This design comes from an exercise in tuning for small area and a short achievable clock period on the open sky130 flow, not from production work.
Where RTL was checked, it was by simulation tests only, not by an equivalence proof against the original.
Function not checked in runs 4 to 7: the RTL went through the layout flow alone.

## design/flow/design.v

```verilog
`timescale 1ns / 1ps
module Cordic_Machine(clock_pulse, reset, x_input, y_input, z_input, x_output, y_output, z_output, flag);
	input clock_pulse;
	input reset;  
	input signed [24:0] x_input;
	input signed [24:0] y_input;
	input signed [24:0] z_input;
	output signed [24:0] x_output;
	output signed [24:0] y_output;
	output signed [24:0] z_output;
	output flag;
	reg signed [24:0] x, y, z;
	reg [4:0] k, kyn;
	wire [4:0] kx = k;
	wire [4:0] ky = ~kyn;
	reg load;  
	wire [31:0] kdec = 32'd1 << k;
	wire [24:0] atan;
	assign atan[0] = |(kdec & 32'h000a2ff0);
	assign atan[1] = |(kdec & 32'h00051794);
	assign atan[2] = |(kdec & 32'h00028bec);
	assign atan[3] = |(kdec & 32'h000145c4);
	assign atan[4] = |(kdec & 32'h0000a2e0);
	assign atan[5] = |(kdec & 32'h00005160);
	assign atan[6] = |(kdec & 32'h000028bc);
	assign atan[7] = |(kdec & 32'h00001454);
	assign atan[8] = |(kdec & 32'h00000a22);
	assign atan[9] = |(kdec & 32'h00000514);
	assign atan[10] = |(kdec & 32'h0000028c);
	assign atan[11] = |(kdec & 32'h00000146);
	assign atan[12] = |(kdec & 32'h000000a6);
	assign atan[13] = |(kdec & 32'h00000056);
	assign atan[14] = |(kdec & 32'h0000002c);
	assign atan[15] = |(kdec & 32'h00000012);
	assign atan[16] = |(kdec & 32'h00000008);
	assign atan[17] = |(kdec & 32'h00000004);
	assign atan[18] = |(kdec & 32'h00000002);
	assign atan[19] = |(kdec & 32'h00000001);
	assign atan[20] = 1'b0;
	assign atan[21] = 1'b0;
	assign atan[22] = 1'b0;
	assign atan[23] = 1'b0;
	assign atan[24] = 1'b0;
	wire neg = z[24];
	reg cx, cy;                    
	wire [24:0] xi = x ^ {25{cx}};
	wire [24:0] yi = y ^ {25{cy}};
	wire fx = cx ^ (x[24] & ~load);
	wire fy = cy ^ (y[24] & ~load);
	wire signed [25:0] xe = {fx, xi};
	wire signed [25:0] ye = {fy, yi};
	wire signed [25:0] xsh = xe >>> kx;
	wire signed [25:0] ysh = ye >>> ky;
	wire [24:0] xa = load ? x_input : x;
	wire [24:0] ya = load ? y_input : y;
	wire [24:0] za = load ? z_input : z;
	wire [24:0] xn, yn, zn;
	bk_add25 ax (.a(xa), .b(ysh[24:0]), .ci(cy), .s(xn));
	bk_add25 ay (.a(ya), .b(xsh[24:0]), .ci(cx), .s(yn));
	bk_add25 az (.a(za), .b(atan ^ {25{~neg}}), .ci(~neg), .s(zn));
	always @(posedge clock_pulse) begin
		if (reset) begin
			k <= 5'd31;
			kyn <= 5'd0;
			load <= 1'b1;
			cx <= 1'b0;
			cy <= 1'b0;
		end else begin
			cx <= zn[24] & (k != 5'd20);
			cy <= ~zn[24] & (k != 5'd20);
			k <= (k == 5'd20) ? 5'd31 : k + 5'd1;
			kyn <= (kyn == 5'd11) ? 5'd0 : kyn - 5'd1;
			load <= (k == 5'd20);
		end
		x <= xn;
		y <= yn;
		z <= zn;
	end
	assign flag = (k == 5'd20);
	assign x_output = x;
	assign y_output = y;
	assign z_output = z;
endmodule
module bk_add25(a, b, ci, s);
	input [24:0] a, b;
	input ci;
	output [24:0] s;
	wire [25:0] g0 = {a & b, ci};
	wire [25:0] p0 = {a ^ b, 1'b0};
	wire g_0_1 = g0[1] | (p0[1] & g0[0]);
	wire p_0_1 = p0[1] & p0[0];
	wire g_0_3 = g0[3] | (p0[3] & g0[2]);
	wire p_0_3 = p0[3] & p0[2];
	wire g_0_5 = g0[5] | (p0[5] & g0[4]);
	wire p_0_5 = p0[5] & p0[4];
	wire g_0_7 = g0[7] | (p0[7] & g0[6]);
	wire p_0_7 = p0[7] & p0[6];
	wire g_0_9 = g0[9] | (p0[9] & g0[8]);
	wire p_0_9 = p0[9] & p0[8];
	wire g_0_11 = g0[11] | (p0[11] & g0[10]);
	wire p_0_11 = p0[11] & p0[10];
	wire g_0_13 = g0[13] | (p0[13] & g0[12]);
	wire p_0_13 = p0[13] & p0[12];
	wire g_0_15 = g0[15] | (p0[15] & g0[14]);
	wire p_0_15 = p0[15] & p0[14];
	wire g_0_17 = g0[17] | (p0[17] & g0[16]);
	wire p_0_17 = p0[17] & p0[16];
	wire g_0_19 = g0[19] | (p0[19] & g0[18]);
	wire p_0_19 = p0[19] & p0[18];
	wire g_0_21 = g0[21] | (p0[21] & g0[20]);
	wire p_0_21 = p0[21] & p0[20];
	wire g_0_23 = g0[23] | (p0[23] & g0[22]);
	wire p_0_23 = p0[23] & p0[22];
	wire g_0_25 = g0[25] | (p0[25] & g0[24]);
	wire p_0_25 = p0[25] & p0[24];
	wire g_1_2 = g0[2] | (p0[2] & g_0_1);
	wire p_1_2 = p0[2] & p_0_1;
	wire g_1_3 = g_0_3 | (p_0_3 & g_0_1);
	wire p_1_3 = p_0_3 & p_0_1;
	wire g_1_6 = g0[6] | (p0[6] & g_0_5);
	wire p_1_6 = p0[6] & p_0_5;
	wire g_1_7 = g_0_7 | (p_0_7 & g_0_5);
	wire p_1_7 = p_0_7 & p_0_5;
	wire g_1_10 = g0[10] | (p0[10] & g_0_9);
	wire p_1_10 = p0[10] & p_0_9;
	wire g_1_11 = g_0_11 | (p_0_11 & g_0_9);
	wire p_1_11 = p_0_11 & p_0_9;
	wire g_1_14 = g0[14] | (p0[14] & g_0_13);
	wire p_1_14 = p0[14] & p_0_13;
	wire g_1_15 = g_0_15 | (p_0_15 & g_0_13);
	wire p_1_15 = p_0_15 & p_0_13;
	wire g_1_18 = g0[18] | (p0[18] & g_0_17);
	wire p_1_18 = p0[18] & p_0_17;
	wire g_1_19 = g_0_19 | (p_0_19 & g_0_17);
	wire p_1_19 = p_0_19 & p_0_17;
	wire g_1_22 = g0[22] | (p0[22] & g_0_21);
	wire p_1_22 = p0[22] & p_0_21;
	wire g_1_23 = g_0_23 | (p_0_23 & g_0_21);
	wire p_1_23 = p_0_23 & p_0_21;
	wire g_2_4 = g0[4] | (p0[4] & g_1_3);
	wire p_2_4 = p0[4] & p_1_3;
	wire g_2_5 = g_0_5 | (p_0_5 & g_1_3);
	wire p_2_5 = p_0_5 & p_1_3;
	wire g_2_6 = g_1_6 | (p_1_6 & g_1_3);
	wire p_2_6 = p_1_6 & p_1_3;
	wire g_2_7 = g_1_7 | (p_1_7 & g_1_3);
	wire p_2_7 = p_1_7 & p_1_3;
	wire g_2_12 = g0[12] | (p0[12] & g_1_11);
	wire p_2_12 = p0[12] & p_1_11;
	wire g_2_13 = g_0_13 | (p_0_13 & g_1_11);
	wire p_2_13 = p_0_13 & p_1_11;
	wire g_2_14 = g_1_14 | (p_1_14 & g_1_11);
	wire p_2_14 = p_1_14 & p_1_11;
	wire g_2_15 = g_1_15 | (p_1_15 & g_1_11);
	wire p_2_15 = p_1_15 & p_1_11;
	wire g_2_20 = g0[20] | (p0[20] & g_1_19);
	wire p_2_20 = p0[20] & p_1_19;
	wire g_2_21 = g_0_21 | (p_0_21 & g_1_19);
	wire p_2_21 = p_0_21 & p_1_19;
	wire g_2_22 = g_1_22 | (p_1_22 & g_1_19);
	wire p_2_22 = p_1_22 & p_1_19;
	wire g_2_23 = g_1_23 | (p_1_23 & g_1_19);
	wire p_2_23 = p_1_23 & p_1_19;
	wire g_3_8 = g0[8] | (p0[8] & g_2_7);
	wire p_3_8 = p0[8] & p_2_7;
	wire g_3_9 = g_0_9 | (p_0_9 & g_2_7);
	wire p_3_9 = p_0_9 & p_2_7;
	wire g_3_10 = g_1_10 | (p_1_10 & g_2_7);
	wire p_3_10 = p_1_10 & p_2_7;
	wire g_3_11 = g_1_11 | (p_1_11 & g_2_7);
	wire p_3_11 = p_1_11 & p_2_7;
	wire g_3_12 = g_2_12 | (p_2_12 & g_2_7);
	wire p_3_12 = p_2_12 & p_2_7;
	wire g_3_13 = g_2_13 | (p_2_13 & g_2_7);
	wire p_3_13 = p_2_13 & p_2_7;
	wire g_3_14 = g_2_14 | (p_2_14 & g_2_7);
	wire p_3_14 = p_2_14 & p_2_7;
	wire g_3_15 = g_2_15 | (p_2_15 & g_2_7);
	wire p_3_15 = p_2_15 & p_2_7;
	wire g_3_24 = g0[24] | (p0[24] & g_2_23);
	wire p_3_24 = p0[24] & p_2_23;
	wire g_3_25 = g_0_25 | (p_0_25 & g_2_23);
	wire p_3_25 = p_0_25 & p_2_23;
	wire g_4_16 = g0[16] | (p0[16] & g_3_15);
	wire p_4_16 = p0[16] & p_3_15;
	wire g_4_17 = g_0_17 | (p_0_17 & g_3_15);
	wire p_4_17 = p_0_17 & p_3_15;
	wire g_4_18 = g_1_18 | (p_1_18 & g_3_15);
	wire p_4_18 = p_1_18 & p_3_15;
	wire g_4_19 = g_1_19 | (p_1_19 & g_3_15);
	wire p_4_19 = p_1_19 & p_3_15;
	wire g_4_20 = g_2_20 | (p_2_20 & g_3_15);
	wire p_4_20 = p_2_20 & p_3_15;
	wire g_4_21 = g_2_21 | (p_2_21 & g_3_15);
	wire p_4_21 = p_2_21 & p_3_15;
	wire g_4_22 = g_2_22 | (p_2_22 & g_3_15);
	wire p_4_22 = p_2_22 & p_3_15;
	wire g_4_23 = g_2_23 | (p_2_23 & g_3_15);
	wire p_4_23 = p_2_23 & p_3_15;
	wire g_4_24 = g_3_24 | (p_3_24 & g_3_15);
	wire p_4_24 = p_3_24 & p_3_15;
	wire g_4_25 = g_3_25 | (p_3_25 & g_3_15);
	wire p_4_25 = p_3_25 & p_3_15;
	assign s = p0[25:1] ^ {g_4_24, g_4_23, g_4_22, g_4_21, g_4_20, g_4_19, g_4_18, g_4_17, g_4_16, g_3_15, g_3_14, g_3_13, g_3_12, g_3_11, g_3_10, g_3_9, g_3_8, g_2_7, g_2_6, g_2_5, g_2_4, g_1_3, g_1_2, g_0_1, g0[0]};
endmodule
```

## design/flow/flow/run.sh

```bash
#!/bin/bash
# Standard layout, with the port buffers made of the smallest buffer cell.
export BUFFER_PORTS_ARGS="-buffer_cell sky130_fd_sc_hd__buf_1"
export CTS_ARGS="-sink_clustering_enable -repair_clock_nets -buf_list {sky130_fd_sc_hd__clkbuf_4 sky130_fd_sc_hd__clkbuf_8} -dont_use_dummy_load"
bash standard.sh > standard.log 2>&1
```

## design/flow/standard.sh

```bash
#!/bin/bash
# synth_recipe.tcl (not shown) runs the flow's synth.tcl, then flattens the netlist and writes it again
# the make line also repeats each setting of config.mk as NAME=value (left out here)
make -C /OpenROAD-flow-scripts/flow DESIGN_CONFIG=/design/flow/config.mk WORK_HOME=/design/flow/orfs CLKGATE_MAP_FILE= SYNTH_SCRIPT=/design/flow/synth_recipe.tcl "${@:-finish}"
```

## design/flow/config.mk

```make
export PLATFORM = sky130hd
export DESIGN_NAME = Cordic_Machine
export DESIGN_NICKNAME = Cordic_Machine
export VERILOG_FILES = /design/flow/design.v
export SDC_FILE = /design/flow/constraint.sdc
export NUM_CORES = 4
export LEC_CHECK = 0
export CAP_MARGIN = 20
export CORE_MARGIN = 2
export CORE_UTILIZATION = 60
export SETUP_SLACK_MARGIN = 2.1
export SLEW_MARGIN = 20
```

## design/flow/constraint.sdc

```tcl
create_clock -name core_clock -period 6.0 [get_ports {clock_pulse}]
set_input_delay 1.2000 -clock core_clock [delete_from_list [all_inputs] [get_ports {clock_pulse}]]
set_output_delay 1.2000 -clock core_clock [all_outputs]
set_load 0.01 [all_outputs]
```

==> results of run 1 <==
-- worst paths after layout --
path                     start                end  slack, ns  depth (start not counted)
max reg2reg  kyn[0]$_SDFF_PP0_      x[24]$_DFF_P_       2.15                         16
max          kyn[0]$_SDFF_PP0_      x[24]$_DFF_P_       2.15                         16
min reg2reg  kyn[0]$_SDFF_PP0_  kyn[0]$_SDFF_PP0_       0.61                          2
min          kyn[0]$_SDFF_PP0_  kyn[0]$_SDFF_PP0_       0.61                          2
-- per-layer routing --
layer | track usage | share of wire | up-vias
met5 | 0 | 0 | -
met4 | 0.1012 | 0.024 | 0
met3 | 0.03772 | 0.055 | 47
met2 | 0.4958 | 0.47 | 317
met1 | 0.4136 | 0.45 | 4096
li1 | - | - | 4329
-- kinds of logic after synthesis --
| kind of cell | share of synthesized area |
|---|---|
| AND/OR/NAND/NOR | 0.1304 |
| AO/OA/AOI/OAI | 0.1773 |
| multiplexers | 0.1986 |
| XOR/XNOR | 0.1364 |
| buffers and inverters | 0.04537 |
| adder cells (fa/ha/maj) | 0.1279 |
| flip-flops | 0.1841 |
-- sequential cells by signal, summed over array words and instances (netlist names) --
register / count
x: 25
y: 25
z: 25
k: 5
kyn: 5
cx: 1
cy: 1
load: 1
-- synth_stat cells (3+ instances only) --
cell type / number
ha_1: 77
nor2b_1: 11
nor3_1: 13
nand2_1: 114
buf_2: 8
mux4_2: 20
o41ai_1: 3
o21ai_0: 50
inv_1: 40
and3_1: 10
a31oi_1: 10
nand3_1: 11
dfxtp_1: 88
nand4_1: 5
o31ai_1: 4
o211ai_1: 8
o21a_1: 4
o21bai_1: 8
a21oi_1: 98
nand3b_1: 3
clkbuf_1: 40
nor2_1: 80
xnor2_1: 107
and2_1: 7
mux2i_1: 65
xor2_1: 42
a311oi_1: 6
nand2b_1: 11
mux2_2: 71
a21o_1: 27
fa_1: 13
clkinv_1: 3
buf_1: 20
a211oi_1: 23
nor4_1: 4
and4_1: 3
-- worst max-delay path: cells and delay by family, from the launching register on --
| kind | cells | cell delay, ns |
|---|---|---|
| AOI/OAI and AO/OA | 5 | 0.98 |
| xor gates and xnor gates | 2 | 0.48 |
| adders and majority gates | 1 | 0.29 |
| buffers and inverters | 1 | 0.16 |
| DFF | 1 | 0.42 |
| muxes | 2 | 0.78 |
| and+or+nand+nor | 5 | 0.64 |
-- layout make-up --
type	count	share of cell area
clock buffers	9	0.01092
inverters	43	0.01600
multi-input cells	937	0.6973
flip-flops and latches	88	0.1578
well taps	216	0.02383
repair buffers	199	0.09422
-- per-stage QoR --
step | instances | setup WS, ns | utilization | cell area, µm²
2_1_floorplan | 1137 | 2.078 | - | 9575
3_5_place_dp | 1445 | 1.510 | 0.6499 | 10210
6_report | 1492 | 2.146 | 0.7218 | 11340
3_3_place_gp | 1445 | 1.570 | 0.6499 | 10210
5_1_grt | 1492 | 2.033 | 0.7218 | 11340
4_1_cts | 1467 | 2.048 | 0.6751 | 10610
-- repair_timing --
item                       in CTS  in global routing
buffers inserted               12                 22
setup endpoints to repair      53                 43
cloned                          1                  3
resized for setup              36                103
pin swaps                       3                 36
==> run summary, run 1 <==
Vias per std cell -> 5.891
Layout cells sized above 1 -> 0.2030
Crit Path Category -> flop to flop
Wire per inst -> 18.19 µm
Tmin final -> 3.854 ns
Commonest cells after routing, fill and taps aside -> 152 x buf_1, 113 x nand2_1, 95 x xnor2_1
Congestion Overflow GR -> 0
Rel. slew slack -> 0.5106
Synth top area cells -> dfxtp_1 18%, ha_1 10%, xnor2_1 9.8%, mux2_2 8.4%, mux2i_1 6.8%
Critical Path Slowest Stage Cell -> mux4_2
Critical Path, Cell by Cell -> buf_12, mux2i_1, xor2_1, nor2_1, a211oi_1, a21oi_1, mux4_2, ha_4, nor4_2, nor3_2, nand3_1, a21oi_2, o2111ai_2, nand2_2, o41ai_4, xnor2_1
Port bufs -> 152
Post-synth EDFFs -> 0
Top Ports -> 153
Clock root buffer -> clkbuf_8
Top FF cell, synth -> dfxtp_1
Chip height -> 130.3 µm
Worst Clk Skew -> 0.03113 ns
# hold bufs at CTS -> 0
Core Area -> 15710 µm²
Worst-path clk slew -> 0.10 ns
Via count -> 8789
Commonest non-fill, non-tap cell in the layout -> buf_1
Max Cap Viol -> 0
Kind of end point of the critical path -> flop
Min-Delay Path Class -> flop to flop
Fin crit share -> 0.6424
Post-synth top area share -> 0.1841
DPL Wire Length -> 19790 µm
Clk sinks -> 88
Total die area -> 16970 µm²
Largest net degree at the start of global routing -> 51
Site row count -> 46
Clock Path Buffers -> 2
Crit Path Max Fanout -> 8
Unrepaired setup endpoints after global routing -> yes
Final TNS setup -> 0 ns
Worst path max stage delay -> 0.56 ns
Max-slew violations -> 0
Syn nets -> 1304
Synth Register Bits -> 88
1st-iter DRT viols -> 519
Slew @ Worst Pin -> 0.7331 ns
Final nets -> 1445
Critical Path RT -> 6.29 ns
Mapped cell area -> 9569 µm²
Register area -> 1789 µm²
Ant. Diodes -> 0
GRT Overall Usage -> 0.3023
Seq/Total Area, Yosys -> 0.1841
Die width -> 130.3 µm
Skew-Pair Late Insertion Delay -> 0.38 ns
Final Wtd Congestion -> 0.9701
Area Growth Syn to Fin -> 18.51%
Multi-input gate area -> 7908 µm²
# setup viols final -> 0
Post-DRT Antenna Nets -> 0
Synth unique cells -> 63
Starting Density -> 0.6090
CTS tree -> built
Crit start category -> flop
First-pass GRT wire length -> 39900 µm
Total iterations of the first detailed-routing run -> 5
Status -> timing/DRC/antenna clean
Asr flop ratio synth -> 0
CP Data Arrival Time -> 4.15 ns
Initial antenna violation count -> 0
Vias in the first global route -> 7770
H-tree Lvls -> 3
Fillers -> 1309
Mean Syn Cell Area -> 8.416 µm²
YS warnings -> 1
Achievable Freq -> 0.2594 GHz
DR DRC count -> 0
Post-synth top area cell -> dfxtp_1
CTS buffer count -> 9
Routed Wire Length -> 27140 µm
Hold WS -> 0.6103 ns
Hold Violations, Final -> 0
Post-Syn Instances -> 1137
==> inputs of run 2 (changes only) <==
--- a/design/flow/flow/run.sh
+++ b/design/flow/flow/run.sh
@@ -4,2 +4,3 @@
 export CTS_ARGS="-sink_clustering_enable -repair_clock_nets -buf_list {sky130_fd_sc_hd__clkbuf_4 sky130_fd_sc_hd__clkbuf_8} -dont_use_dummy_load"
+export RECOVER_POWER=100
 bash standard.sh > standard.log 2>&1
--- a/design/flow/config.mk
+++ b/design/flow/config.mk
@@ -10,3 +10,3 @@
 export CORE_UTILIZATION = 60
-export SETUP_SLACK_MARGIN = 2.1
+export SETUP_SLACK_MARGIN = 1.9
 export SLEW_MARGIN = 20
==> run 2 against run 1 <==
  * Worst hold slack got worse by 0.065 ns
  * Final cell count fell by 1.2%
  * Global-route usage fell by 0.39 points
  * Clock skew fell by 0.013 ns
  * Highest routed layer unchanged
==> run summary, run 2 <==
Top flop regs -> x x25, y x25, z x25
# setup viols final -> 0
Top Ports -> 153
Tmin final -> 4.609 ns
Count leader, synth -> nand2_1
Hold Violations, Final -> 0
Clk sinks -> 88
Critical Path RT -> 6.31 ns
Total iterations of the first detailed-routing run -> 5
Via count -> 8605
# hold bufs at CTS -> 0
Kind of end point of the critical path -> flop
Die width -> 130.3 µm
Site row count -> 46
Commonest non-fill, non-tap cell in the layout -> buf_1
Top FF cell, synth -> dfxtp_1
Status -> timing/DRC/antenna clean
Crit start category -> flop
Min-Delay Path Class -> flop to flop
Final TNS setup -> 0 ns
Synth top area cells -> dfxtp_1 18%, ha_1 10%, xnor2_1 9.8%, mux2_2 8.4%, mux2i_1 6.8%
Post-Syn Instances -> 1137
Syn nets -> 1304
Mapped cell area -> 9569 µm²
Layout cells sized above 1 -> 0.1312
CTS tree -> built
Largest net degree at the start of global routing -> 52
Max-slew violations -> 0
Synth unique cells -> 63
Chip height -> 130.3 µm
Final cell count without fillers -> 1474
Unrepaired setup endpoints after global routing -> yes
CTS buffer count -> 9
H-tree Lvls -> 3
Starting Density -> 0.6090
Vias in the first global route -> 7672
Achievable Freq -> 0.2169 GHz
Initial antenna violation count -> 0
Rel. slew slack -> 0.1280
Final nets -> 1427
First-pass GRT wire length -> 39500 µm
Slew @ Worst Pin -> 1.275 ns
Post-synth top area share -> 0.1841
Crit Path Category -> flop to flop
Commonest cells after routing, fill and taps aside -> 151 x buf_1, 114 x nand2_1, 101 x xnor2_1
Core Area -> 15710 µm²
CP Data Arrival Time -> 4.92 ns
Clock Path Buffers -> 2
DR DRC count -> 0
Worst Clk Skew -> 0.01843 ns
Skew-Pair Late Insertion Delay -> 0.39 ns
Synth Register Bits -> 88
Ant. Diodes -> 0
Seq/Total Area, Yosys -> 0.1841
YS warnings -> 1
Asr flop ratio synth -> 0
Routed Wire Length -> 25900 µm
Vias per std cell -> 5.838
GRT Overall Usage -> 0.2984
1st-iter DRT viols -> 553
Mean Syn Cell Area -> 8.416 µm²
Fin crit share -> 0.7682
Port bufs -> 152
Clock root buffer -> clkbuf_8
Total die area -> 16970 µm²
Worst-path clk slew -> 0.08 ns
Dpl cells -> 1447
Post-DRT Antenna Nets -> 0
Crit Path Max Fanout -> 9
Most frequent cells after synthesis -> 114 x nand2_1, 107 x xnor2_1, 98 x a21oi_1, 88 x dfxtp_1, 80 x nor2_1
Wire per inst -> 17.57 µm
Fillers -> 1428
Area Growth Syn to Fin -> 11.60%
Post-synth EDFFs -> 0
DPL Wire Length -> 19760 µm
Final Wtd Congestion -> 0.9371
Max Cap Viol -> 0
Post-synth top area cell -> dfxtp_1
Congestion Overflow GR -> 0
==> run 2: changes by cell type in the layout (fill, tap and decap cells not counted), sizes merged <==
cell	before	now
buf	194	174
clkbuf	14	16
clkinvlp	2	0
clkinv	1	2
inv	40	41
==> run 2: area by class of cell <==
type / count / area (µm²) / area share
Timing Repair Buffer: 181 / 832.0 / 0.07791
Tap cell: 216 / 270.3 / 0.02531
Clock buffer: 9 / 123.9 / 0.01160
Multi-Input combinational cell: 937 / 7512 / 0.7035
Inverter: 43 / 167.7 / 0.01570
Sequential cell: 88 / 1773 / 0.1660
==> run 2: cell families after synthesis <==
family / count (synthesis) / synth area share
AOI/OAI and AO/OA: 264 / 0.1773
xor gates and xnor gates: 149 / 0.1364
adders and majority gates: 90 / 0.1279
buffers and inverters: 112 / 0.04537
DFF: 88 / 0.1841
muxes: 156 / 0.1986
and+or+nand+nor: 278 / 0.1304
==> run 2: path summary, 6_finish.rpt <==
check	startpoint	to	slack (ns)	cells after the start
max reg2reg	kyn[0]$_SDFF_PP0_	x[24]$_DFF_P_	1.39	16
min reg2reg	kyn[4]$_SDFF_PP0_	kyn[4]$_SDFF_PP0_	0.55	2
max	kyn[0]$_SDFF_PP0_	x[24]$_DFF_P_	1.39	16
min	kyn[4]$_SDFF_PP0_	kyn[4]$_SDFF_PP0_	0.55	2
==> run 2: worst max-delay path, cell delays in order, from the launching register on <==
cell       delay (ns)
dfxtp_1          0.46
clkbuf_1         0.63
mux4_2           0.60
xnor2_1          0.21
mux2i_1          0.14
a21o_1           0.23
nand2_1          0.06
o21ai_0          0.11
fa_1             0.49
a211oi_1         0.30
o21ai_0          0.21
nand3_2          0.11
a21oi_1          0.11
o2111ai_1        0.26
nand2_1          0.12
o41ai_2          0.34
xnor2_1          0.15
==> run 2: layer usage <==
metal | wire length (µm) | GRT usage | vias up
li1 | - | - | 4290
met1 | 11870 | 0.4124 | 4034
met2 | 12280 | 0.4955 | 248
met3 | 1259 | 0.03772 | 33
met4 | 485 | 0.07527 | 0
met5 | 0 | 0 | -
==> run 2: stage by stage <==
step | utilization | area, µm² | hold WS [ns] | setup slack, ns
after detailed placement | 0.6509 | 10230 | 0.5318 | 1.525
final | 0.6796 | 10680 | 0.5453 | 1.391
after floorplan | - | 9569 | 0.5186 | 1.918
after CTS | 0.6622 | 10410 | 0.5548 | 1.877
after global routing | 0.6796 | 10680 | 0.5991 | 0.9959
after global placement | 0.6509 | 10230 | 0.5252 | 1.570
==> run 2: what timing repair did <==
item	in CTS	in global routing
pin swaps	2	4
hold endpoints to repair	0	0
gates resized for setup	11	54
gates cloned	0	2
setup endpoints to repair	39	36
setup buffers	1	15
==> inputs of run 3 (changes only) <==
--- a/design/flow/flow/run.sh
+++ b/design/flow/flow/run.sh
@@ -4,3 +4,2 @@
 export CTS_ARGS="-sink_clustering_enable -repair_clock_nets -buf_list {sky130_fd_sc_hd__clkbuf_4 sky130_fd_sc_hd__clkbuf_8} -dont_use_dummy_load"
-export RECOVER_POWER=100
 bash standard.sh > standard.log 2>&1
--- a/design/flow/config.mk
+++ b/design/flow/config.mk
@@ -10,3 +10,3 @@
 export CORE_UTILIZATION = 60
-export SETUP_SLACK_MARGIN = 1.9
+export SETUP_SLACK_MARGIN = 2.3
 export SLEW_MARGIN = 20
==> run 3 against run 2 <==
  * Synthesized cell count stayed put
  * Clock skew is 0.0060 ns lower
  * Core utilization is 10 points higher
  * Die area stayed put
  * Sequential cell count stayed put
  * Via count is 8.1% higher
  * Sequential share of layout area is 2.1 points lower
  * Count of clock-buffer cells in the layout stayed put
  * Critical path type unchanged
  * Highest routed layer unchanged
==> run summary, run 3 <==
Max-slew violations -> 0
Critical Path, Cell by Cell -> clkbuf_16, mux2i_1, xnor2_1, nand2_1, o21ai_1, nand2_1, o21ai_1, a21oi_2, mux2i_2, ha_1, a211oi_4, buf_4, o21ai_2, nand3_2, a21oi_4, o21ai_0, nand2b_1, a211oi_2, nor2_1
Final TNS setup -> 0 ns
Max Cap Viol -> 0
H-tree Lvls -> 3
CP Data Arrival Time -> 4.20 ns
Syn nets -> 1304
Worst path max stage delay -> 0.43 ns
CTS tree -> built
GRT Overall Usage -> 0.3158
Count leader, synth -> nand2_1
FF-to-FF path depth -> 19
Mux cell area share after synthesis -> 0.1986
Asr flop ratio synth -> 0
Post-synth EDFFs -> 0
DR DRC count -> 0
# setup viols final -> 0
Synth Area in Simple Gates -> 0.1304
Pre-CTS WS -> 1.371 ns
Final Wtd Congestion -> 0.9601
Worst-path clk slew -> 0.09 ns
Main combinational cell family by area after synthesis -> multiplexers
CTS buffer count -> 9
Final cell count without fillers -> 1536
Hold Violations, Final -> 0
Top layer in use -> met4
Post-DRT Antenna Nets -> 0
Crit start category -> flop
Core Area -> 15710 µm²
Synth Area in Compound Gates -> 0.1773
Seq/Total Area, Yosys -> 0.1841
Total die area -> 16970 µm²
Synth top area cells -> dfxtp_1 18%, ha_1 10%, xnor2_1 9.8%, mux2_2 8.4%, mux2i_1 6.8%
Bufs and invs on worst path -> 2
Initial antenna violation count -> 0
Most frequent cells after synthesis -> 114 x nand2_1, 107 x xnor2_1, 98 x a21oi_1, 88 x dfxtp_1, 80 x nor2_1
Post-Synth Adder-Cell Area -> 0.1279
Met3 Routed Length -> 1668 µm
Min-Delay Path Class -> flop to flop
First-pass GRT wire length -> 41640 µm
Starting Density -> 0.6090
Chip height -> 130.3 µm
Commonest non-fill, non-tap cell in the layout -> buf_1
Crit Path Max Fanout -> 8
Synth unique cells -> 63
Top flop regs -> x x25, y x25, z x25
Die width -> 130.3 µm
Worst setup slack after layout -> 2.081 ns
R2r setup slk -> 2.08 ns
Vias per std cell -> 6.053
Final nets -> 1489
DPL Wire Length -> 19760 µm
Area Growth Syn to Fin -> 28.66%
Mean Syn Cell Area -> 8.416 µm²
Clock Path Buffers -> 2
Kind of end point of the critical path -> flop
Post-synth top area share -> 0.1841
Ant. Diodes -> 0
Port bufs -> 152
Rel. slew slack -> 0.5229
XOR/XNOR Fraction of Synth Area -> 0.1364
Mapped cell area -> 9569 µm²
Met2 wire len -> 14710 µm
Unrepaired setup endpoints after global routing -> yes
Wire per inst -> 19.53 µm
Crit path max-delay family -> compound AO/OA/AOI/OAI gates
Hold WS -> 0.5650 ns
Status -> timing/DRC/antenna clean
Site row count -> 46
Dpl cells -> 1448
Wire length on met1 -> 12410 µm
Hold path start -> kyn[4]$_SDFF_PP0_
Post-Syn Instances -> 1137
Clk sinks -> 88
Total iterations of the first detailed-routing run -> 5
Layout cells sized above 1 -> 0.2947
Crit Path Category -> flop to flop
Top FF cell, synth -> dfxtp_1
Fin crit share -> 0.6531
# hold bufs at CTS -> 0
Vias in the first global route -> 8123
Clock root buffer -> clkbuf_8
Critical Path RT -> 6.28 ns
Worst Clk Skew -> 0.01241 ns
Congestion Overflow GR -> 0
Fillers -> 1117
Top Ports -> 153
Synth Register Bits -> 88
Reg2Reg Launch Point -> kyn[0]$_SDFF_PP0_
1st-iter DRT viols -> 678
Routed Wire Length -> 30000 µm
Largest net degree at the start of global routing -> 48
Skew-Pair Late Insertion Delay -> 0.38 ns
Post-synth top area cell -> dfxtp_1
Slew @ Worst Pin -> 0.7149 ns
Critical Path Slowest Stage Cell -> dfxtp_4
Tmin final -> 3.919 ns
Commonest cells after routing, fill and taps aside -> 152 x buf_1, 109 x nand2_1, 89 x xnor2_1
Worst R2R End -> x[21]$_DFF_P_
Hold Crit Depth -> 2
YS warnings -> 1
Hold EP -> kyn[4]$_SDFF_PP0_
Achievable Freq -> 0.2552 GHz
Via count -> 9298
==> run 3: metrics by stage <==
step,area (µm²),util
3_3_place_gp,10240,0.6515
2_1_floorplan,9600,-
6_report,12310,0.7836
3_5_place_dp,10240,0.6515
4_1_cts,11100,0.7063
5_1_grt,12310,0.7836
==> run 3: worst max path at each step <==
stage	from	endpoint	slack, ns	cells past startpoint
after floorplan	cx$_SDFF_PP0_	y[7]$_DFF_P_	2.27	18
after global placement	kyn[0]$_SDFF_PP0_	x[24]$_DFF_P_	1.49	16
after detailed placement	kyn[0]$_SDFF_PP0_	x[24]$_DFF_P_	1.37	16
after CTS	kyn[0]$_SDFF_PP0_	x[7]$_DFF_P_	2.28	16
after global routing	kyn[0]$_SDFF_PP0_	x[7]$_DFF_P_	2.00	18
final	kyn[0]$_SDFF_PP0_	x[21]$_DFF_P_	2.08	19
==> run 3: layer usage <==
layer	up-vias	track usage
li1	4412	-
met1	4424	0.4081
met2	379	0.5279
met3	83	0.04428
met4	0	0.1373
met5	-	0
==> run 3: cells by family after synthesis <==
family / after synthesis
flip-flops: 88
multiplexers: 156
adder cells (fa/ha/maj): 90
AO/OA/AOI/OAI: 264
buffers and inverters: 112
AND/OR/NAND/NOR: 278
XOR/XNOR: 149
==> run 3: cell type report <==
type                            count  area, µm²  area share
Sequential cell                    88       1788      0.1452
Inverter                           43      181.4     0.01474
Multi-Input combinational cell    937       8482      0.6889
Tap cell                          216      270.3     0.02195
Timing Repair Buffer              243       1466      0.1191
Clock buffer                        9      123.9     0.01006
==> run 3: timing repair <==
action / CTS / global route
cloned: 1 / 3
gates resized for setup: 100 / 166
endpoints found under the setup margin: 68 / 41
pin swaps: 31 / 68
buffers inserted: 26 / 49
==> run 3: tightest hold or removal path: stages (launching register included) <==
cell and delay [ns]:
dfxtp_1 0.38, xor2_1 0.09, nor2_1 0.07
==> inputs of run 4 (changes only) <==
--- a/design/flow/design.v
+++ b/design/flow/design.v
@@ -43,4 +43,3 @@
 	assign atan[24] = 1'b0;
-	wire neg = z[24];
-	reg cx, cy;                    
+	reg cx, cy;    
 	wire [24:0] xi = x ^ {25{cx}};
@@ -59,3 +58,3 @@
 	bk_add25 ay (.a(ya), .b(xsh[24:0]), .ci(cx), .s(yn));
-	bk_add25 az (.a(za), .b(atan ^ {25{~neg}}), .ci(~neg), .s(zn));
+	bk_add25 az (.a(za), .b(atan ^ {25{cy}}), .ci(cy), .s(zn));
 	always @(posedge clock_pulse) begin
--- a/design/flow/config.mk
+++ b/design/flow/config.mk
@@ -10,3 +10,3 @@
 export CORE_UTILIZATION = 60
-export SETUP_SLACK_MARGIN = 2.3
+export SETUP_SLACK_MARGIN = 1.75
 export SLEW_MARGIN = 20
==> run 4 against run 3 <==
  * Still clean on timing, DRC and antenna
  * Register-to-register slack got worse by 0.40 ns
  * Worst hold slack improved by 0.065 ns
  * Setup slack got worse by 0.40 ns
==> run summary, run 4 <==
Via count -> 8716
Critical Path Slowest Stage Cell -> mux4_2
Post-synth top area share -> 0.1866
Congestion Overflow GR -> 0
Layout cells sized above 1 -> 0.1977
Area Growth Syn to Fin -> 16.97%
Site row count -> 45
Final nets -> 1413
Min-Delay Path Class -> flop to flop
Most frequent cells after synthesis -> 93 x nand2_1, 89 x nor2_1, 89 x xnor2_1, 88 x dfxtp_1, 87 x a21oi_1
Largest net degree at the start of global routing -> 54
Seq/Total Area, Yosys -> 0.1866
Count leader, synth -> nand2_1
CTS buffer count -> 9
Critical Path RT -> 6.32 ns
# hold bufs at CTS -> 0
Post-Syn Instances -> 1101
Crit path max-delay family -> compound AO/OA/AOI/OAI gates
Rel. slew slack -> 0.3433
Total iterations of the first detailed-routing run -> 5
Post-route cell area -> 11050 µm²
Final Wtd Congestion -> 0.9182
Final TNS setup -> 0 ns
Skew-Pair Late Insertion Delay -> 0.39 ns
Achievable Freq -> 0.2315 GHz
Crit Path Max Fanout -> 4
Crit start category -> flop
1st-iter DRT viols -> 551
Worst Clk Skew -> 0.03062 ns
Area post-placement -> 10140 µm²
Tmin final -> 4.319 ns
Vias in the first global route -> 7579
Slew @ Worst Pin -> 0.9814 ns
Top FF cell, synth -> dfxtp_1
Post-synth top area cell -> dfxtp_1
Synth Register Bits -> 88
Chip height -> 129.5 µm
CTS tree -> built
Asr flop ratio synth -> 0
Most frequent CP cell -> a21o_1
Port bufs -> 152
Multi-input gate area -> 7645 µm²
Ant. Diodes -> 0
Crit Path Category -> flop to flop
GRT Overall Usage -> 0.3017
Bufs and invs on worst path -> 1
Synth unique cells -> 62
Top flop regs -> x x25, y x25, z x25
Max-slew violations -> 0
Unrepaired setup endpoints after global routing -> yes
Clk sinks -> 88
Initial antenna violation count -> 0
Total die area -> 16760 µm²
Fin crit share -> 0.7199
Max Cap Viol -> 0
# setup viols final -> 0
Commonest non-fill, non-tap cell in the layout -> buf_1
Worst path max stage delay -> 0.52 ns
Synth top area cells -> dfxtp_1 19%, ha_1 10%, mux2_2 9.8%, xnor2_1 8.3%, mux4_2 6.7%
Critical Path, Cell by Cell -> buf_12, mux4_2, xnor2_2, mux2i_1, mux2_4, nand2_2, o21ai_2, fa_2, a21o_1, a21o_1, a2111o_1, a21oi_2, o31ai_4, o41a_1, a21o_1, a21oi_2, xnor2_1
Post-synth EDFFs -> 0
Mapped cell area -> 9443 µm²
Dpl cells -> 1413
Wire per inst -> 18.00 µm
Fillers -> 1254
Mean Syn Cell Area -> 8.577 µm²
Vias per std cell -> 5.990
Kind of end point of the critical path -> flop
Top Ports -> 153
DR DRC count -> 0
DPL Wire Length -> 18990 µm
Post-DRT Antenna Nets -> 0
YS warnings -> 1
R2r setup slk -> 1.68 ns
Die width -> 129.5 µm
Clock Path Buffers -> 2
Core Area -> 15310 µm²
Worst-path clk slew -> 0.10 ns
First-pass GRT wire length -> 39500 µm
Register area -> 1784 µm²
Starting Density -> 0.6166
H-tree Lvls -> 3
Clock root buffer -> clkbuf_8
Hold Violations, Final -> 0
Routed Wire Length -> 26200 µm
CP Data Arrival Time -> 4.64 ns
Status -> timing/DRC/antenna clean
Commonest cells after routing, fill and taps aside -> 152 x buf_1, 92 x nand2_1, 89 x nor2_1
Syn nets -> 1268
Final cell count without fillers -> 1455
-- run 4: layout make-up --
class	instances	share of cell area
clock buffer	9	0.01121
multi-input combinational	908	0.6921
sequential	88	0.1615
timing repair inverter	1	0.0004531
inverter	40	0.01450
timing repair buffer	198	0.09628
tap	211	0.02390
-- run 4: per-layer routing --
layer / track usage / vias to the layer above / wire length [µm] / part of all wire
met3: 0.05945 / 43 / 1797 / 0.069
met2: 0.4833 / 312 / 12310 / 0.47
met5: 0 / - / 0 / 0
met1: 0.4183 / 4133 / 11570 / 0.44
li1: - / 4228 / - / -
met4: 0.07970 / 0 / 520 / 0.020
-- run 4: cells by family (layout without fill, tap and decap cells) --
group                      count (synthesis)  after routing  share of synthesized area
adders and majority gates                 90             90                     0.1296
AOI/OAI and AO/OA                        260            260                     0.1738
DFF                                       88             88                     0.1866
buffers and inverters                    105            248                    0.04267
xor gates and xnor gates                 139            139                     0.1289
muxes                                    155            155                     0.2123
and+or+nand+nor                          264            264                     0.1261
-- run 4: final timing paths --
kind | end | depth (start not counted) | startpoint
min reg2reg | kyn[3]$_SDFF_PP0_ | 2 | kyn[3]$_SDFF_PP0_
max | y[24]$_DFF_P_ | 17 | k[0]$_SDFF_PP1_
max reg2reg | y[24]$_DFF_P_ | 17 | k[0]$_SDFF_PP1_
min | kyn[3]$_SDFF_PP0_ | 2 | kyn[3]$_SDFF_PP0_
-- run 4: worst register-to-register path: stages (launching register included) --
cell      delay [ns]
dfxtp_4         0.42
buf_12          0.12
mux4_2          0.52
xnor2_2         0.19
mux2i_1         0.11
mux2_4          0.28
nand2_2         0.07
o21ai_2         0.06
fa_2            0.39
a21o_1          0.17
a21o_1          0.18
a2111o_1        0.49
a21oi_2         0.25
o31ai_4         0.09
o41a_1          0.41
a21o_1          0.21
a21oi_2         0.15
xnor2_1         0.12
-- run 4: metrics by stage --
step                setup WS (ns)    util  hold WS [ns]
floorplan                   1.721       -        0.5573
global placement            1.254  0.6623        0.6078
detailed placement          1.199  0.6623        0.6109
CTS                         1.732  0.6911        0.6251
global route                1.533  0.7212        0.6580
finish                      1.681  0.7212        0.6304
-- run 4: repair_timing --
item                                    CTS  global route
buffers inserted                         15            14
endpoints found under the setup margin   38            26
pin swaps                                 8            22
gates resized for setup                  33            67
cloned                                    2             2
==> inputs of run 5 (changes only) <==
--- a/design/flow/config.mk
+++ b/design/flow/config.mk
@@ -10,3 +10,3 @@
 export CORE_UTILIZATION = 60
-export SETUP_SLACK_MARGIN = 1.75
+export SETUP_SLACK_MARGIN = 1.9
 export SLEW_MARGIN = 20
==> run 5 against run 4 <==
  * Sequential share of layout area decreased by 0.17 points
  * Still clean
  * Core utilization increased by 0.86 points
  * Design area increased by 1.2%
  * Area after synthesis unchanged
==> run summary, run 5 <==
Status -> timing/DRC/antenna clean
DR DRC count -> 0
CTS buffer count -> 9
Worst-path clk slew -> 0.09 ns
Reg2Reg Launch Point -> k[0]$_SDFF_PP1_
Starting Density -> 0.6166
Kind of end point of the critical path -> flop
Count leader, synth -> nand2_1
# setup viols final -> 0
Worst path max stage delay -> 0.52 ns
Clock Path Buffers -> 2
Tmin final -> 4.182 ns
Vias per std cell -> 5.917
Min-Delay Path Class -> flop to flop
Via count -> 8721
Fin crit share -> 0.6970
Commonest cells after routing, fill and taps aside -> 152 x buf_1, 93 x nand2_1, 88 x nor2_1
Bufs and invs on worst path -> 2
CP Data Arrival Time -> 4.51 ns
Clock root buffer -> clkbuf_8
Most frequent cells after synthesis -> 93 x nand2_1, 89 x nor2_1, 89 x xnor2_1, 88 x dfxtp_1, 87 x a21oi_1
Post-synth top area cell -> dfxtp_1
Syn nets -> 1268
Synth unique cells -> 62
Top FF cell, synth -> dfxtp_1
Ant. Diodes -> 0
Rel. slew slack -> 0.5312
H-tree Lvls -> 3
CTS tree -> built
Crit Path Max Fanout -> 7
Largest net degree at the start of global routing -> 55
Total die area -> 16760 µm²
Post-Syn Instances -> 1101
Site row count -> 45
Asr flop ratio synth -> 0
Crit. Startpoint -> k[0]$_SDFF_PP1_
First-pass GRT wire length -> 41730 µm
Final Wtd Congestion -> 0.9184
Skew-Pair Late Insertion Delay -> 0.40 ns
Commonest non-fill, non-tap cell in the layout -> buf_1
Vias in the first global route -> 7944
Routed Wire Length -> 27060 µm
Synth Register Bits -> 88
Final cell count without fillers -> 1474
Top Ports -> 153
Crit path max-delay family -> compound AO/OA/AOI/OAI gates
Unrepaired setup endpoints after global routing -> yes
Wire per inst -> 18.36 µm
Critical Path, Cell by Cell -> buf_6, buf_16, mux4_2, xnor2_2, nand2_1, a311oi_2, a21oi_1, ha_1, a21o_1, a2111o_1, a21oi_2, o31ai_2, o41a_1, a21o_1, a21oi_2, xnor2_1
1st-iter DRT viols -> 682
Top flop regs -> x x25, y x25, z x25
Clk sinks -> 88
Area Growth Syn to Fin -> 18.37%
Dpl cells -> 1412
Critical Path Slowest Stage Cell -> mux4_2
Layout cells sized above 1 -> 0.2122
Post-synth top area share -> 0.1866
Max-slew violations -> 0
Crit Path Category -> flop to flop
Final nets -> 1432
Worst Clk Skew -> 0.02531 ns
Hold path start -> z[0]$_DFF_P_
Crit start category -> flop
Mean Syn Cell Area -> 8.577 µm²
Post-synth EDFFs -> 0
Initial antenna violation count -> 0
Congestion Overflow GR -> 0
Critical Path RT -> 6.33 ns
Final TNS setup -> 0 ns
GRT Overall Usage -> 0.3204
Post-DRT Antenna Nets -> 0
Port bufs -> 152
Mapped cell area -> 9443 µm²
DPL Wire Length -> 19540 µm
Total iterations of the first detailed-routing run -> 5
Max Cap Viol -> 0
Fillers -> 1229
Core Area -> 15310 µm²
Seq/Total Area, Yosys -> 0.1866
Slew @ Worst Pin -> 0.7032 ns
Die width -> 129.5 µm
# hold bufs at CTS -> 0
Hold Violations, Final -> 0
YS warnings -> 1
Chip height -> 129.5 µm
Synth top area cells -> dfxtp_1 19%, ha_1 10%, mux2_2 9.8%, xnor2_1 8.3%, mux4_2 6.7%
Achievable Freq -> 0.2391 GHz
run 5: changes by cell type in the layout (fill, tap and decap cells not counted), moves of 3 or more:
cell	delta
o21ai_1	+9
buf_4	+24
a21oi_2	+3
a21oi_1	-3
a311oi_2	+3
mux2i_1	-5
o21ai_0	-7
ha_2	-3
mux2i_2	+6
a311oi_1	-3
run 5: layer usage:
layer  global-route usage  vias up  wire length [µm]
li1                     -     4269                 -
met2               0.5263      318             12790
met5                    0        -                 0
met4              0.08982        0               668
met3              0.05409       56              1661
met1               0.4373     4078             11940
run 5: final cells by class:
| cell class | count | area, µm² | share of cell area |
|---|---|---|---|
| Multi-Input combinational cell | 908 | 7682 | 0.6873 |
| Sequential cell | 88 | 1787 | 0.1599 |
| Timing Repair Buffer | 218 | 1166 | 0.1043 |
| Tap cell | 211 | 264.0 | 0.02362 |
| Inverter | 40 | 153.9 | 0.01377 |
| Clock buffer | 9 | 123.9 | 0.01108 |
run 5: stage by stage:
stage               utilization  hold WS, ns  instance area [µm²]  setup slack (ns)
detailed placement       0.6629       0.5556                10150             1.123
finish                   0.7298       0.6288                11180             1.818
floorplan                     -       0.6035                 9500             1.904
CTS                      0.7008       0.6202                10730             1.854
global placement         0.6629       0.5418                10150             1.260
global route             0.7298       0.6555                11180             1.665
run 5: final timing paths:
check / slack [ns] / depth (start not counted) / to
hold reg to reg: 0.63 / 2 / z[0]$_DFF_P_
setup reg to reg: 1.82 / 16 / y[24]$_DFF_P_
setup / recovery: 1.82 / 16 / y[24]$_DFF_P_
hold / removal: 0.63 / 2 / z[0]$_DFF_P_
run 5: cells by family after synthesis:
group / count (synthesis) / share of synthesized area
AOI/OAI and AO/OA: 260 / 0.1738
xor gates and xnor gates: 139 / 0.1289
adders and majority gates: 90 / 0.1296
buffers and inverters: 105 / 0.04267
DFF: 88 / 0.1866
muxes: 155 / 0.2123
and+or+nand+nor: 264 / 0.1261
run 5: timing repair:
| action | CTS | global route |
|---|---|---|
| pin swaps | 20 | 16 |
| cloned | 1 | 0 |
| endpoints found under the hold margin | 0 | 0 |
| gates resized for setup | 46 | 57 |
| endpoints found under the setup margin | 46 | 30 |
| setup buffers | 29 | 23 |
run 5: worst min-delay path: stages, from the launching register on:
cell     delay, ns
dfxtp_1       0.33
mux2_2        0.19
xor2_1        0.07
==> inputs of run 6 (changes only) <==
--- a/design/flow/config.mk
+++ b/design/flow/config.mk
@@ -10,3 +10,3 @@
 export CORE_UTILIZATION = 60
-export SETUP_SLACK_MARGIN = 1.9
+export SETUP_SLACK_MARGIN = 1.6
 export SLEW_MARGIN = 20
==> run 6 against run 5 <==
  * Setup slack worse by 0.046 ns
  * Sequential cell count did not move
  * Still clean on timing, DRC and antenna
  * Register-to-register slack worse by 0.05 ns
  * Non-clock buffer count fell by 31
  * Critical path depth unchanged
  * Largest cell class unchanged
  * Critical path type unchanged
  * First-iteration DRC count fell by 6.6%
==> run summary, run 6 <==
Synth top area cells -> dfxtp_1 19%, ha_1 10%, mux2_2 9.8%, xnor2_1 8.3%, mux4_2 6.7%
Port bufs -> 152
Initial antenna violation count -> 0
Via count -> 8510
Synth Area in Compound Gates -> 0.1738
# setup viols final -> 0
Skew-Pair Late Insertion Delay -> 0.39 ns
Total die area -> 16760 µm²
Hold Violations, Final -> 0
CTS tree -> built
Chip height -> 129.5 µm
Top flop regs -> x x25, y x25, z x25
Min-Delay Path Class -> flop to flop
Post-synth top area cell -> dfxtp_1
Total iterations of the first detailed-routing run -> 5
Post-synth EDFFs -> 0
Worst-path clk slew -> 0.09 ns
XOR/XNOR Fraction of Synth Area -> 0.1289
Mapped cell area -> 9443 µm²
Commonest cells after routing, fill and taps aside -> 152 x buf_1, 92 x nand2_1, 89 x nor2_1
Unrepaired setup endpoints after global routing -> yes
DPL Wire Length -> 19680 µm
CP Data Arrival Time -> 4.55 ns
Fin crit share -> 0.7047
Mean Syn Cell Area -> 8.577 µm²
1st-iter DRT viols -> 637
DR DRC count -> 0
First-pass GRT wire length -> 39780 µm
Layout cells sized above 1 -> 0.1713
Most frequent cells after synthesis -> 93 x nand2_1, 89 x nor2_1, 89 x xnor2_1, 88 x dfxtp_1, 87 x a21oi_1
YS warnings -> 1
Ant. Diodes -> 0
Core Area -> 15310 µm²
Max-slew violations -> 0
CTS buffer count -> 9
Kind of end point of the critical path -> flop
Clock Path Buffers -> 2
Top FF cell, synth -> dfxtp_1
Final Wtd Congestion -> 0.9094
Starting Density -> 0.6166
Synth Area in Simple Gates -> 0.1261
Rel. slew slack -> 0.5248
Final TNS setup -> 0 ns
H-tree Lvls -> 3
Final nets -> 1401
Post-Syn Instances -> 1101
Vias per std cell -> 5.897
Area Growth Syn to Fin -> 13.70%
Seq/Total Area, Yosys -> 0.1866
Top Ports -> 153
Post-DRT Antenna Nets -> 0
Worst Clk Skew -> 0.02946 ns
Max Cap Viol -> 0
# hold bufs at CTS -> 0
Hold WS -> 0.5537 ns
Routed Wire Length -> 25990 µm
Worst setup slack after layout -> 1.772 ns
Vias in the first global route -> 7614
Slew @ Worst Pin -> 0.7119 ns
Site row count -> 45
Asr flop ratio synth -> 0
Pre-CTS WS -> 1.067 ns
Main combinational cell family by area after synthesis -> multiplexers
Crit Path Category -> flop to flop
Crit start category -> flop
Synth unique cells -> 62
Die width -> 129.5 µm
Congestion Overflow GR -> 0
Clk sinks -> 88
Post-synth top area share -> 0.1866
Mux cell area share after synthesis -> 0.2123
GRT Overall Usage -> 0.3063
Wire per inst -> 18.01 µm
Clock root buffer -> clkbuf_8
Fillers -> 1310
Achievable Freq -> 0.2365 GHz
Status -> timing/DRC/antenna clean
Post-Synth Adder-Cell Area -> 0.1296
Critical Path RT -> 6.32 ns
Largest net degree at the start of global routing -> 53
Crit Path Max Fanout -> 7
Tmin final -> 4.228 ns
Synth Register Bits -> 88
Commonest non-fill, non-tap cell in the layout -> buf_1
Count leader, synth -> nand2_1
Syn nets -> 1268
## run 6: cell counts after synthesis
No cell type changed its count.
## run 6: worst max-delay path: stages (launching register included)
cell and delay, ns:
dfxtp_4 0.43, buf_4 0.14, mux4_2 0.52, xnor2_2 0.19
mux2i_2 0.28, o21ai_0 0.15, a21oi_2 0.23, ha_1 0.26
a21o_1 0.17, a21o_1 0.21, a2111o_1 0.44, a21oi_2 0.20
o31ai_2 0.10, o41a_1 0.35, a21o_1 0.23, a21oi_2 0.15
xnor2_1 0.12
## run 6: area by class of cell
type / count / area (µm²) / share of cell area
inverters: 40 / 153.9 / 0.01433
multi-input cells: 908 / 7491 / 0.6977
clock buffers: 9 / 123.9 / 0.01154
repair buffers: 187 / 925.9 / 0.08624
well taps: 211 / 264.0 / 0.02459
flip-flops and latches: 88 / 1778 / 0.1656
## run 6: cell families after synthesis
group / Yosys count
adder cells (fa/ha/maj): 90
buffers and inverters: 105
XOR/XNOR: 139
AND/OR/NAND/NOR: 264
multiplexers: 155
AO/OA/AOI/OAI: 260
flip-flops: 88
## run 6: through the flow
step	cell area (µm²)	cells	utilization
global route	10740	1443	0.7011
floorplan	9444	1101	-
CTS	10470	1433	0.6838
finish	10740	1443	0.7011
global placement	10160	1416	0.6633
detailed placement	10160	1416	0.6633
## run 6: worst paths after layout
| kind | startpoint | to | slack (ns) | cells after the start |
|---|---|---|---|---|
| max reg2reg | k[0]$_SDFF_PP1_ | y[24]$_DFF_P_ | 1.77 | 16 |
| max | k[0]$_SDFF_PP1_ | y[24]$_DFF_P_ | 1.77 | 16 |
| min reg2reg | kyn[3]$_SDFF_PP0_ | kyn[3]$_SDFF_PP0_ | 0.55 | 2 |
| min | kyn[3]$_SDFF_PP0_ | kyn[3]$_SDFF_PP0_ | 0.55 | 2 |
## run 6: layer usage
| metal | GRT usage | wire length [µm] |
|---|---|---|
| met5 | 0.03529 | 76 |
| met4 | 0.08982 | 488 |
| met3 | 0.04913 | 1642 |
| met2 | 0.4910 | 12160 |
| met1 | 0.4246 | 11620 |
## run 6: what timing repair did
| item | CTS | global route |
|---|---|---|
| setup buffers | 7 | 10 |
| resized for setup | 24 | 44 |
| setup endpoints to repair | 25 | 15 |
| cloned | 1 | 0 |
| pin swaps | 1 | 11 |
==> inputs of run 7 (changes only) <==
--- a/design/flow/config.mk
+++ b/design/flow/config.mk
@@ -10,3 +10,3 @@
 export CORE_UTILIZATION = 60
-export SETUP_SLACK_MARGIN = 1.6
+export SETUP_SLACK_MARGIN = 1.7
 export SLEW_MARGIN = 20
==> run 7 against run 6 <==
  * Still clean
  * Sequential share of layout area fell by 0.32 points
  * Non-clock buffer count rose by 8
  * Worst hold slack improved by 0.077 ns
  * Clock skew up 0.00063 ns
  * Global-route usage down 0.51 points
  * First-iteration DRC count fell by 10%
  * Design area grew 2.3%
  * Area after synthesis did not move
  * Final cell count rose by 0.62%
  * Largest cell class unchanged
==> run summary, run 7 <==
Status -> timing/DRC/antenna clean
Routed Wire Length -> 25820 µm
Starting Density -> 0.6166
Largest net degree at the start of global routing -> 54
Rel. slew slack -> 0.5527
Commonest cells after routing, fill and taps aside -> 152 x buf_1, 93 x nand2_1, 88 x nor2_1
Skew-Pair Late Insertion Delay -> 0.39 ns
Unrepaired setup endpoints after global routing -> yes
Post-route cell area -> 10990 µm²
Die width -> 129.5 µm
Ant. Diodes -> 0
Synth Area in Compound Gates -> 0.1738
GRT Overall Usage -> 0.3011
Layout Utilization -> 0.7174
Crit path max-delay family -> compound AO/OA/AOI/OAI gates
Vias per std cell -> 5.953
CTS tree -> built
Layout cells sized above 1 -> 0.1934
Post-Syn Instances -> 1101
Critical Path Slowest Stage Cell -> mux4_2
Count leader, synth -> nand2_1
Mean Syn Cell Area -> 8.577 µm²
Wire per inst -> 17.79 µm
Fillers -> 1267
CP Data Arrival Time -> 4.51 ns
Total iterations of the first detailed-routing run -> 5
Post-Synth Adder-Cell Area -> 0.1296
Commonest non-fill, non-tap cell in the layout -> buf_1
Kind of end point of the critical path -> flop
Mux cell area share after synthesis -> 0.2123
Top FF cell, synth -> dfxtp_1
Hold WS -> 0.6308 ns
Total die area -> 16760 µm²
Post-synth top area cell -> dfxtp_1
Post-synth EDFFs -> 0
Most frequent CP cell -> a21o_1
Core Area -> 15310 µm²
Asr flop ratio synth -> 0
Crit Path Category -> flop to flop
Synth unique cells -> 62
Slew @ Worst Pin -> 0.6709 ns
Clock root buffer -> clkbuf_8
Clk sinks -> 88
Dpl cells -> 1413
DR DRC count -> 0
Top flop regs -> x x25, y x25, z x25
Site row count -> 45
Fin crit share -> 0.6974
Max Cap Viol -> 0
1st-iter DRT viols -> 572
Worst path max stage delay -> 0.52 ns
Achievable Freq -> 0.2390 GHz
CTS buffer count -> 9
Pre-CTS WS -> 1.199 ns
Port bufs -> 152
XOR/XNOR Fraction of Synth Area -> 0.1289
Worst-path clk slew -> 0.10 ns
Hold Violations, Final -> 0
Min-Delay Path Class -> flop to flop
# setup viols final -> 0
Multi-input gate area -> 7630 µm²
Tmin final -> 4.184 ns
Final nets -> 1410
Post-synth top area share -> 0.1866
Worst Clk Skew -> 0.03009 ns
YS warnings -> 1
Mapped cell area -> 9443 µm²
Seq/Total Area, Yosys -> 0.1866
Post-DRT Antenna Nets -> 0
Synth Area in Simple Gates -> 0.1261
First-pass GRT wire length -> 39410 µm
Clock Path Buffers -> 2
Via count -> 8644
Final TNS setup -> 0 ns
Critical Path RT -> 6.32 ns
# hold bufs at CTS -> 0
Top Ports -> 153
Crit Path Max Fanout -> 4
Worst setup slack after layout -> 1.816 ns
Area Growth Syn to Fin -> 16.35%
Register area -> 1784 µm²
Chip height -> 129.5 µm
Synth Register Bits -> 88
Most frequent cells after synthesis -> 93 x nand2_1, 89 x nor2_1, 89 x xnor2_1, 88 x dfxtp_1, 87 x a21oi_1
DPL Wire Length -> 18990 µm
Synth top area cells -> dfxtp_1 19%, ha_1 10%, mux2_2 9.8%, xnor2_1 8.3%, mux4_2 6.7%
Main combinational cell family by area after synthesis -> multiplexers
Congestion Overflow GR -> 0
Final cell count without fillers -> 1452
Area post-placement -> 10140 µm²
Max-slew violations -> 0
Vias in the first global route -> 7548
Critical Path, Cell by Cell -> buf_12, mux4_2, xnor2_2, mux2i_1, mux2_2, nand2_1, o21ai_1, fa_2, a21o_1, a21o_1, a2111o_1, a21oi_2, o31ai_2, o41a_1, a21o_1, a21oi_2, xnor2_1
Final Wtd Congestion -> 0.9182
H-tree Lvls -> 3
Crit start category -> flop
Initial antenna violation count -> 0
Syn nets -> 1268
Bufs and invs on worst path -> 1
==> run 7: cell types whose count changed in the layout (fill, tap and decap cells not counted), moves of 3 or more <==
| cell | previous run | this run |
|---|---|---|
| a211oi_1 | 18 | 13 |
| a211oi_2 | 3 | 8 |
| buf_4 | 26 | 30 |
| buf_6 | 2 | 5 |
| ha_1 | 74 | 71 |
| ha_4 | 0 | 4 |
| o21ai_0 | 51 | 48 |
| o21ai_1 | 7 | 10 |
| xnor2_1 | 79 | 74 |
| xnor2_2 | 10 | 15 |
==> run 7: cell type report <==
cell class,instances,area share
sequential,88,0.1624
timing repair buffer,195,0.09281
tap,211,0.02403
timing repair inverter,1,0.0004555
clock buffer,9,0.01127
multi-input combinational,908,0.6945
inverter,40,0.01458
==> run 7: metal layers <==
| layer | vias to the layer above | share of wire | routed length (µm) | global-route usage |
|---|---|---|---|---|
| li1 | 4235 | - | - | - |
| met1 | 4054 | 0.45 | 11520 | 0.4179 |
| met3 | 35 | 0.066 | 1708 | 0.05945 |
| met4 | 0 | 0.018 | 455 | 0.07780 |
| met2 | 320 | 0.47 | 12140 | 0.4827 |
| met5 | - | 0 | 0 | 0 |
==> run 7: final timing paths <==
| path | to | depth (start not counted) | startpoint | slack [ns] |
|---|---|---|---|---|
| setup / recovery | y[24]$_DFF_P_ | 17 | k[0]$_SDFF_PP1_ | 1.82 |
| hold / removal | z[0]$_DFF_P_ | 2 | z[0]$_DFF_P_ | 0.63 |
| setup reg to reg | y[24]$_DFF_P_ | 17 | k[0]$_SDFF_PP1_ | 1.82 |
| hold reg to reg | z[0]$_DFF_P_ | 2 | z[0]$_DFF_P_ | 0.63 |
==> run 7: what timing repair did <==
| item | 4_1_cts | 5_1_grt |
|---|---|---|
| buffers inserted | 13 | 14 |
| cloned | 2 | 1 |
| pin swaps | 3 | 21 |
| setup endpoints to repair | 32 | 28 |
| resized for setup | 28 | 70 |
| endpoints found under the hold margin | 0 | 0 |
==> run 7: cell families (layout without fill, tap and decap cells) <==
logic type	after synthesis	count (layout)
mux	155	155
fa+ha+maj	90	90
xor+xnor	139	139
simple gates	264	264
buf+inv	105	245
compound gates	260	260
flops	88	88
==> run 7: worst register-to-register path, stage by stage (launching register included) <==
cell      delay (ns)
dfxtp_4         0.41
buf_12          0.12
mux4_2          0.52
xnor2_2         0.17
mux2i_1         0.11
mux2_2          0.29
nand2_1         0.07
o21ai_1         0.08
fa_2            0.38
a21o_1          0.17
a21o_1          0.17
a2111o_1        0.43
a21oi_2         0.20
o31ai_2         0.10
o41a_1          0.41
a21o_1          0.21
a21oi_2         0.15
xnor2_1         0.12

re-timing with driven ports:
In the flow no input, the clock included, has a driving cell. The finished layouts below were timed again as built, in two steps. Step 1: set_driving_cell puts a clkbuf_16 on clock_pulse and a buf_2 on each other input, an assumption about the parent block. Step 2 moves the port delays by t, midway between the first and last clock arrival at a register: inputs arrive t later, outputs are due t later. That takes back most of the time a late clock gives input paths. Slacks: ideal / step 1 / step 2; pairs: ideal / step 1.
run	t, ns	setup slack, ns	slew at the worst register clock pin (ns)
run 1	0.411	2.146 / 2.146 / 2.146	0.10 / 0.10
run 2	0.419	1.391 / 1.391 / 1.391	0.10 / 0.10
run 3	0.414	2.081 / 2.081 / 2.081	0.09 / 0.09
run 4	0.419	1.681 / 1.681 / 1.681	0.10 / 0.10
run 5	0.426	1.818 / 1.818 / 1.818	0.10 / 0.10
run 6	0.414	1.772 / 1.772 / 1.772	0.09 / 0.09
run 7	0.419	1.816 / 1.816 / 1.816	0.10 / 0.10
After both steps every run listed still meets setup and hold.
